Source: an optimization exercise on an open RTL-to-GDS flow (aim: small area and a short achievable clock period). Production flows keep margins and buffers that such runs may drop. Only simulation tests tie the RTL to the original design; equivalence was not proved. The flow treats the clock pin as an ideal source, which a real chip does not have. No activity file was given, so power comes from the tool's default toggle rates.

// FP32Multi
module FP32Multi
(
    input         clk,
    input         input_valid,
    input [31:0]  x1,
    input [31:0]  x2,
    output [31:0] y,
    output reg    out_valid
);
export LEC_CHECK = 0
export CAP_MARGIN = 20
export CORE_MARGIN = 2
export CORE_UTILIZATION = 60
export PLACE_DENSITY = 0.72
export SETUP_SLACK_MARGIN = 5
export SLEW_MARGIN = 20
export SYNTH_HIERARCHICAL = 1
export TNS_END_PERCENT = 0
create_clock -name core_clock -period 8.5 [get_ports {clk}]
standard.sh (not shown) runs the stock make flow with config.mk's settings and CLKGATE_MAP_FILE= SYNTH_SCRIPT=/design/flow/synth_recipe.tcl, a recipe that flattens the netlist after the stock synthesis.
==> flow/flow/run.sh <==
#!/bin/bash
# Layout flow: the standard ORFS flow, with synthesis mapped by the ABC
# script in flow/abc.script (no ABC-side buffering/sizing; OpenROAD sizes
# the gates after placement) at a tighter ABC delay target.
set -euo pipefail
HERE=$(pwd)
ABC_D=${ABC_D:-$(cat flow/abc_d.txt 2>/dev/null || echo 3300)}
{
  cat <<'EOT'
proc abc {args} {
  set new {}
  set skip 0
  foreach a $args {
    if {$skip} { set skip 0; continue }
    if {$a eq "-script"} { lappend new -script $::env(MY_ABC_SCRIPT); set skip 1; continue }
    if {$a eq "-D"} { lappend new -D $::env(MY_ABC_D); set skip 1; continue }
    lappend new $a
  }
  puts "flow abc: $new"
  yosys abc {*}$new
}
EOT
  cat synth_recipe.tcl
} > my_synth.tcl
# optional extra ORFS settings
[ -f flow/env.sh ] && source flow/env.sh
export MY_ABC_SCRIPT=$HERE/flow/abc.script
export MY_ABC_D=$ABC_D
sed "s#SYNTH_SCRIPT=[^ ]*#SYNTH_SCRIPT=$HERE/my_synth.tcl#" standard.sh > my_standard.sh
bash my_standard.sh > flow_make.log 2>&1
==> flow/flow/abc.script <==
&get -n
&st
&dch
&nf -R 1000
&put
topo
stime -c
==> flow/flow/env.sh <==
export BUFFER_PORTS_ARGS="-buffer_cell sky130_fd_sc_hd__buf_1"
The first run ran to the end with no violations.
Next try:
--- a/flow/config.mk
+++ b/flow/config.mk
@@ -6,10 +6,10 @@
 export NUM_CORES = 4
 export LEC_CHECK = 0
-export CAP_MARGIN = 20
+export CAP_MARGIN = 10
 export CORE_MARGIN = 2
-export CORE_UTILIZATION = 60
-export PLACE_DENSITY = 0.72
+export CORE_UTILIZATION = 70
+export PLACE_DENSITY = 0.8
 export SETUP_SLACK_MARGIN = 5
-export SLEW_MARGIN = 20
+export SLEW_MARGIN = 10
 export SYNTH_HIERARCHICAL = 1
 export TNS_END_PERCENT = 0
The new run passed the timing, DRC and antenna checks; wire length fell by 0.43%; clock power fell by about 4%; worst hold slack is about the same; power rose by 0.46%; synthesized cell count does not change; combinational power rose by about 1%; non-clock buffer count rose by 2; synthesized area does not change.

---

Another version of the RTL of FP32Multi (not shown whole).
Size in the first run: roughly 260 flip-flops, roughly 22000 sq um of cells after synthesis.
clock: 8.5 ns
lec_check: 0
cap_margin: 20
core_margin: 2
core_utilization: 60
place_density: 0.72
setup_slack_margin: 5
slew_margin: 20
synth_hierarchical: 1
tns_end_percent: 0
Scripts as last shown in full above: flow/flow/run.sh, flow/flow/abc.script, flow/flow/env.sh
The starting point ran to the end with no violations.
Edit:
==> flow/flow/abc.script (replaced) <==
&get -n
&st
&dch
&nf
&st
&syn2
&if -g -K 6
&synch2
&nf
&st
&syn2
&if -g -K 6
&synch2
&nf
&st
&syn2
&if -g -K 6
&synch2
&nf
&put
topo
stime -c
Outcome: Total power goes down by about 0.65%. First-iteration DRC count goes down by about 9%. Setup slack is worse by 0.26 ns. Count of clock-buffer cells in the layout goes up by 2. Die area goes up by 2.7%. Combinational power is about the same. Non-clock buffer count goes down by 9. Global-route usage goes up by 0.31 points. Area after synthesis goes up by 2.8%. Sequential power hardly moves. Via count goes up by about 2.7%.

---

onyx:
FP32Multi, a different RTL version from the one above (not shown whole).
For scale: ~2200 cells after synthesis, roughly 260 flip-flops, ~22000 um2 of cells after synthesis.
clock: 8.5 ns
lec_check: 0
cap_margin: 20
core_margin: 2
core_utilization: 60
cts_cluster_diameter: 100
cts_cluster_size: 30
place_density: 0.72
setup_slack_margin: 5
slew_margin: 20
synth_hierarchical: 1
tns_end_percent: 0
==> flow/flow/run.sh <==
#!/bin/bash
# Layout flow: the standard ORFS flow (standard.sh) unchanged except for
#  - synthesis: the same script, but ABC maps with flow/abc.script (area
#    oriented, no ABC-side buffering or sizing; OpenROAD sizes the gates
#    after placement);
#  - flow/env.sh: extra ORFS settings (port buffers are buf_1 cells).
# All tool output goes to flow_make.log and ORFS's own logs under orfs/logs.
set -euo pipefail
HERE=$(pwd)
ABC_D=${ABC_D:-$(cat flow/abc_d.txt 2>/dev/null || echo 3300)}
{
  cat <<'EOT'
proc abc {args} {
  set new {}
  set skip 0
  foreach a $args {
    if {$skip} { set skip 0; continue }
    if {$a eq "-script"} { lappend new -script $::env(MY_ABC_SCRIPT); set skip 1; continue }
    if {$a eq "-D"} { lappend new -D $::env(MY_ABC_D); set skip 1; continue }
    lappend new $a
  }
  puts "flow abc: $new"
  yosys abc {*}$new
}
EOT
  cat synth_recipe.tcl
} > my_synth.tcl
# optional extra ORFS settings
[ -f flow/env.sh ] && source flow/env.sh
export MY_ABC_SCRIPT=$HERE/flow/abc.script
export MY_ABC_D=$ABC_D
sed "s#SYNTH_SCRIPT=[^ ]*#SYNTH_SCRIPT=$HERE/my_synth.tcl#" standard.sh > my_standard.sh
bash my_standard.sh > flow_make.log 2>&1
==> flow/flow/abc.script <==
&get -n
&st
&dch
&nf -R 1000
&put
topo
stime -c
Scripts as last shown in full above: flow/flow/env.sh
onyx: full flow OK, the timing, DRC and antenna checks passed
Input changes introduced in harbor (baseline for comparison: onyx):
- a change of CTS_CLUSTER_DIAMETER from 100 to 70
- a change of CTS_CLUSTER_SIZE from 30 to 25
### Flow results
- The static power due to leakage in harbor sits about 2.7% above the value recorded for onyx.
- Changes observed in harbor relative to onyx: final wirelength shows an increase of 1.7%; sequential share of layout area shows a reduction of 0.45 points; slack of the critical path shows an increase of 0.014 ns.
#### Input delta (juniper over harbor)
- CORE_UTILIZATION changed from 60 to 65
- CTS_CLUSTER_DIAMETER changed from 70 to 100
- PLACE_DENSITY changed from 0.72 to 0.78
- CTS_CLUSTER_SIZE changed from 25 to 30
Notes after the runs:
- juniper ended up with a higher number of global-route vias before repair than harbor did.
- Run comparison: harbor startpoint of the worst setup timing path m1_1[7]; juniper startpoint of the worst setup timing path m1_1[11]
- Between juniper and harbor, it is juniper whose aggregate global-route resource usage is higher, by 2.7 points.
- Looking at clock share of power, juniper sits 4.9 points below harbor.
- Time the worst path needs with I/O delays and setup: harbor and juniper compared, lower one is harbor
- Sequential power of harbor is on par with juniper.
- Compared with harbor, juniper shows a lower post-layout instance area.
- harbor consumes more power than juniper.

---

== run A ==
FP32Multi, a different RTL version from the one above (not shown whole).
Size in the first run: about 2200 cells after synthesis, ~270 flip-flops, ~99 I/O pins.
Settings: LEC_CHECK=0, CAP_MARGIN=20, CORE_MARGIN=2, CORE_UTILIZATION=60, CTS_CLUSTER_DIAMETER=100, CTS_CLUSTER_SIZE=30, PLACE_DENSITY=0.72, SETUP_SLACK_MARGIN=5, SLEW_MARGIN=20, SYNTH_HIERARCHICAL=1, TNS_END_PERCENT=0; clock period 8.5 ns.
==> flow/flow/run.sh <==
#!/bin/bash
# Layout flow: the standard ORFS flow (standard.sh) unchanged except for
#  - synthesis: the same script, but ABC maps with flow/abc.script (area
#    oriented, no ABC-side buffering or sizing; OpenROAD sizes the gates
#    after placement);
#  - flow/env.sh: extra ORFS settings (port buffers are buf_1 cells);
set -euo pipefail
HERE=$(pwd)
ABC_D=${ABC_D:-$(cat flow/abc_d.txt 2>/dev/null || echo 3300)}
{
  cat <<'EOT'
proc abc {args} {
  set new {}
  set skip 0
  foreach a $args {
    if {$skip} { set skip 0; continue }
    if {$a eq "-script"} { lappend new -script $::env(MY_ABC_SCRIPT); set skip 1; continue }
    if {$a eq "-D"} { lappend new -D $::env(MY_ABC_D); set skip 1; continue }
    lappend new $a
  }
  puts "flow abc: $new"
  yosys abc {*}$new
}
EOT
  cat synth_recipe.tcl
} > my_synth.tcl
# optional extra ORFS settings
[ -f flow/env.sh ] && source flow/env.sh
export MY_ABC_SCRIPT=$HERE/flow/abc.script
export MY_ABC_D=$ABC_D
sed "s#SYNTH_SCRIPT=[^ ]*#SYNTH_SCRIPT=$HERE/my_synth.tcl#" standard.sh > my_standard.sh
# 1. standard flow up to clock tree synthesis
bash my_standard.sh cts > flow_make.log 2>&1
# 2. useful clock skew between the register banks (see flow/skew.tcl)
R=$HERE/orfs/results/sky130hd/FP32Multi/base
SKEW_IN=$R/4_cts.odb SKEW_OUT=$R/4_cts.odb openroad -no_init -exit flow/skew.tcl > skew.log 2>&1
touch $R/4_cts.odb
bash my_standard.sh > flow_make2.log 2>&1
==> flow/flow/skew.tcl <==
# Useful clock skew between the pipeline banks, applied after clock tree
# synthesis:
#  - the first bank (r1) gets its own branch buffers straight off the root
#    clock buffer, so it clocks earlier than the others: this moves time from
#    the input paths (which have slack) to the r1 -> r2 paths;
#  - the third bank (r3) gets one more buffer level below its leaf buffers,
#    so it clocks later: this moves time from the r3 -> r4 paths (which have
#    slack) to the r2 -> r3 paths.
set in_odb  $::env(SKEW_IN)
set out_odb $::env(SKEW_OUT)
set group_max [expr {[info exists ::env(SKEW_GROUP)] ? $::env(SKEW_GROUP) : 14}]
set bufname [expr {[info exists ::env(SKEW_BUF)] ? $::env(SKEW_BUF) : "sky130_fd_sc_hd__clkbuf_16"}]
read_db $in_odb
set db [ord::get_db]
set block [ord::get_db_block]
set rootnet [$block findNet clknet_0_clk]
if {$rootnet eq "NULL"} { puts "SKEW: no root clock net"; exit 1 }
set master [$db findMaster $bufname]
set pat {^(m1_1|one_1|two_1|neg_1|top_1|es_1|lz_1|inf_1|zero_1|s_1|v_1)(\\?\[|\$)}
set flops {}
foreach inst [$block getInsts] {
  set n [$inst getName]
  if {[regexp $pat $n] && [string match "sky130_fd_sc_hd__df*" [[$inst getMaster] getName]]} {
    lappend flops $inst
  }
}
puts "SKEW: [llength $flops] r1 registers"
# recursive bisection into groups of at most group_max
proc split_groups {insts maxn} {
  if {[llength $insts] <= $maxn} { return [list $insts] }
  set xs {}; set ys {}
  foreach i $insts { lassign [$i getLocation] x y; lappend xs $x; lappend ys $y }
  set dx [expr {[tcl::mathfunc::max {*}$xs] - [tcl::mathfunc::min {*}$xs]}]
  set dy [expr {[tcl::mathfunc::max {*}$ys] - [tcl::mathfunc::min {*}$ys]}]
  set idx [expr {$dx >= $dy ? 0 : 1}]
  set sorted [lsort -command [list cmp_loc $idx] $insts]
  set h [expr {[llength $sorted] / 2}]
  return [concat [split_groups [lrange $sorted 0 [expr {$h-1}]] $maxn] [split_groups [lrange $sorted $h end] $maxn]]
}
proc cmp_loc {idx a b} {
  set va [lindex [$a getLocation] $idx]; set vb [lindex [$b getLocation] $idx]
  return [expr {$va < $vb ? -1 : ($va > $vb ? 1 : 0)}]
}
set k 0
foreach g [split_groups $flops $group_max] {
  set sx 0; set sy 0
  foreach i $g { lassign [$i getLocation] x y; set sx [expr {$sx + $x}]; set sy [expr {$sy + $y}] }
  set cx [expr {int($sx / [llength $g])}]; set cy [expr {int($sy / [llength $g])}]
  set buf [odb::dbInst_create $block $master "skewbuf_$k"]
  $buf setLocation $cx $cy
  $buf setPlacementStatus PLACED
  set net [odb::dbNet_create $block "skewnet_$k"]
  $net setSigType CLOCK
  [$buf findITerm A] connect $rootnet
  [$buf findITerm X] connect $net
  foreach i $g {
    set it [$i findITerm CLK]
    $it disconnect
    $it connect $net
  }
  incr k
}
puts "SKEW: $k branch buffers"
# Later banks: one more buffer level below their leaf buffers.
proc add_late_level {pat bufname prefix} {
  global block db group_max
  set regs {}
  foreach inst [$block getInsts] {
    set n [$inst getName]
    if {[regexp $pat $n] && [string match "sky130_fd_sc_hd__df*" [[$inst getMaster] getName]]} {
      lappend regs $inst
    }
  }
  set bynet [dict create]
  foreach i $regs {
    set net [[$i findITerm CLK] getNet]
    dict lappend bynet [$net getName] $i
  }
  set m [$db findMaster $bufname]
  set k 0
  dict for {netname insts} $bynet {
    set leafnet [$block findNet $netname]
    foreach g [split_groups $insts $group_max] {
      set sx 0; set sy 0
      foreach i $g { lassign [$i getLocation] x y; set sx [expr {$sx + $x}]; set sy [expr {$sy + $y}] }
      set buf [odb::dbInst_create $block $m "${prefix}_$k"]
      $buf setLocation [expr {int($sx / [llength $g])}] [expr {int($sy / [llength $g])}]
      $buf setPlacementStatus PLACED
      set net [odb::dbNet_create $block "${prefix}net_$k"]
      $net setSigType CLOCK
      [$buf findITerm A] connect $leafnet
      [$buf findITerm X] connect $net
      foreach i $g {
        set it [$i findITerm CLK]
        $it disconnect
        $it connect $net
      }
      incr k
    }
  }
  puts "SKEW: [llength $regs] registers matching $pat behind $k $bufname"
}
set r2buf [expr {[info exists ::env(SKEW_R2BUF)] ? $::env(SKEW_R2BUF) : ""}]
set r3buf [expr {[info exists ::env(SKEW_R3BUF)] ? $::env(SKEW_R3BUF) : "sky130_fd_sc_hd__clkbuf_4"}]
if {$r2buf ne ""} {
  add_late_level {^(sa_2|sb_2|plo_2|cin_2|sh_2|ex_2|big_2|s_2|v_2)(\\?\[|\$)} $r2buf skewr2
}
if {$r3buf ne ""} {
  add_late_level {^(w8_3|shl_3|ex_3|big_3|s_3|v_3)(\\?\[|\$)} $r3buf skewr3
}

# clock buffers left without sinks are removed
set changed 1
while {$changed} {
  set changed 0
  foreach inst [$block getInsts] {
    set m [[$inst getMaster] getName]
    if {[string match "sky130_fd_sc_hd__clkbuf_*" $m] && ![string match "skewbuf_*" [$inst getName]]} {
      set x [$inst findITerm X]
      set n [$x getNet]
      if {$n ne "NULL" && [llength [$n getITerms]] == 1 && [llength [$n getBTerms]] == 0} {
        puts "SKEW: removing idle [$inst getName]"
        [$inst findITerm A] disconnect
        $x disconnect
        odb::dbInst_destroy $inst
        odb::dbNet_destroy $n
        set changed 1
        break
      }
    }
  }
}
detailed_placement
check_placement -verbose
write_db $out_odb
Scripts as last shown in full above: flow/flow/abc.script, flow/flow/env.sh
Edits applied to the flow inputs when going from run A to run B:
--- a/flow/flow/skew.tcl
+++ b/flow/flow/skew.tcl
@@ -4,7 +4,8 @@
 #    clock buffer, so it clocks earlier than the others: this moves time from
 #    the input paths (which have slack) to the r1 -> r2 paths;
-#  - the third bank (r3) gets one more buffer level below its leaf buffers,
-#    so it clocks later: this moves time from the r3 -> r4 paths (which have
-#    slack) to the r2 -> r3 paths.
+#  - the second bank (r2) gets one more buffer level below its leaf buffers,
+#    and the third bank (r3) a delay buffer and a buffer, so r2 clocks a
+#    little later and r3 later still: this moves time from the r3 -> r4
+#    paths (which have slack) to the r1 -> r2 and r2 -> r3 paths.
 set in_odb  $::env(SKEW_IN)
 set out_odb $::env(SKEW_OUT)
@@ -101,11 +102,15 @@
   puts "SKEW: [llength $regs] registers matching $pat behind $k $bufname"
 }
-set r2buf [expr {[info exists ::env(SKEW_R2BUF)] ? $::env(SKEW_R2BUF) : ""}]
-set r3buf [expr {[info exists ::env(SKEW_R3BUF)] ? $::env(SKEW_R3BUF) : "sky130_fd_sc_hd__clkbuf_4"}]
+set r2buf [expr {[info exists ::env(SKEW_R2BUF)] ? $::env(SKEW_R2BUF) : "sky130_fd_sc_hd__clkbuf_8"}]
+set r3buf [expr {[info exists ::env(SKEW_R3BUF)] ? $::env(SKEW_R3BUF) : "sky130_fd_sc_hd__clkdlybuf4s25_2"}]
 if {$r2buf ne ""} {
   add_late_level {^(sa_2|sb_2|plo_2|cin_2|sh_2|ex_2|big_2|s_2|v_2)(\\?\[|\$)} $r2buf skewr2
 }
+set r3buf2 [expr {[info exists ::env(SKEW_R3BUF2)] ? $::env(SKEW_R3BUF2) : "sky130_fd_sc_hd__clkbuf_8"}]
 if {$r3buf ne ""} {
   add_late_level {^(w8_3|shl_3|ex_3|big_3|s_3|v_3)(\\?\[|\$)} $r3buf skewr3
+}
+if {$r3buf2 ne ""} {
+  add_late_level {^(w8_3|shl_3|ex_3|big_3|s_3|v_3)(\\?\[|\$)} $r3buf2 skewr3b
 }
 
Results
Measured against each other, run A and run B differ in multi-input logic portion of the cell area, the lower figure coming from run B.
Run B consumes more power than run A does.
The multi-input logic area was comparable across run A and run B.
Run A → run B: area growth from synthesis to layout saw an increase, total non-filler cell area in the finished layout moved up.
In the reports for run A and run B, the larger share of the clock period used by the worst path belongs to run A.
The following lists how run C was set up differently from run B:
--- a/flow/flow/skew.tcl
+++ b/flow/flow/skew.tcl
@@ -102,5 +102,5 @@
   puts "SKEW: [llength $regs] registers matching $pat behind $k $bufname"
 }
-set r2buf [expr {[info exists ::env(SKEW_R2BUF)] ? $::env(SKEW_R2BUF) : "sky130_fd_sc_hd__clkbuf_8"}]
+set r2buf [expr {[info exists ::env(SKEW_R2BUF)] ? $::env(SKEW_R2BUF) : "sky130_fd_sc_hd__clkbuf_16"}]
 set r3buf [expr {[info exists ::env(SKEW_R3BUF)] ? $::env(SKEW_R3BUF) : "sky130_fd_sc_hd__clkdlybuf4s25_2"}]
 if {$r2buf ne ""} {
Notes after the runs:
- Run C finished end to end and its layout was clean on timing, DRC and antenna.
- Sequential share of layout area delta (run C -> run B): insignificant
- Run C ended with less fraction of area in multi-input gates than run B.
- Area after synthesis: run B vs run C — no meaningful difference
- Lower clock-net power goes to run B over run C.

-- static timing again, ports no longer ideal --
Ports are ideal in the flow. The routed layouts listed here were re-timed in OpenROAD.
Step 1 sets driving cells, clkbuf_16 on the clock port and buf_2 on the other inputs (assumed; they add their load-dependent delay and slew).
Step 2, shift: input delay + t, output delay - t, t = (earliest + latest rising clock arrival at the registers) / 2. This alone moves slack from input paths to output paths.
Three values: ideal ports, drivers, drivers and shift; two values: the first two.
run | t (ns) | slack for setup (ns) | worst hold slack (ns) | clock arrival spread, ns | worst register clock-pin slew, ns
the first run of note 1 | 0.629 | 4.836 / 4.836 / 4.343 | 0.326 / 0.326 / 0.326 | 0.022 / 0.023 | 0.06 / 0.06
the second run of note 1 | 0.635 | 4.822 / 4.822 / 4.365 | 0.325 / 0.325 / 0.325 | 0.016 / 0.016 | 0.07 / 0.07
the first run of note 2 | 0.640 | 4.955 / 4.955 / 4.762 | 0.327 / 0.327 / 0.327 | 0.029 / 0.030 | 0.07 / 0.07
the second run of note 2 | 0.633 | 4.694 / 4.694 / 4.694 | 0.311 / 0.311 / 0.311 | 0.017 / 0.018 | 0.07 / 0.07
onyx | 0.573 | 4.945 / 4.945 / 4.885 | 0.337 / 0.337 / 0.337 | 0.022 / 0.021 | 0.11 / 0.11
harbor | 0.608 | 4.959 / 4.959 / 4.911 | 0.323 / 0.323 / 0.323 | 0.022 / 0.022 | 0.09 / 0.09
juniper | 0.567 | 4.925 / 4.925 / 4.925 | 0.334 / 0.334 / 0.334 | 0.027 / 0.028 | 0.12 / 0.12
run A | 0.637 | 5.085 / 5.085 / 4.634 | 0.126 / 0.126 / 0.126 | 0.436 / 0.437 | 0.11 / 0.11
run B | 0.744 | 5.139 / 5.139 / 4.524 | 0.039 / 0.039 / 0.039 | 0.646 / 0.646 | 0.10 / 0.10
run C | 0.746 | 5.188 / 5.188 / 4.528 | 0.030 / 0.030 / 0.030 | 0.652 / 0.653 | 0.08 / 0.08
Clock arrivals are far apart in run A, run B and run C, so t is only a midpoint there and step 2 fits no single register. For run C, which loses most, drivers alone change the setup slack by 0.000 ns; drivers and shift together by -0.660 ns.
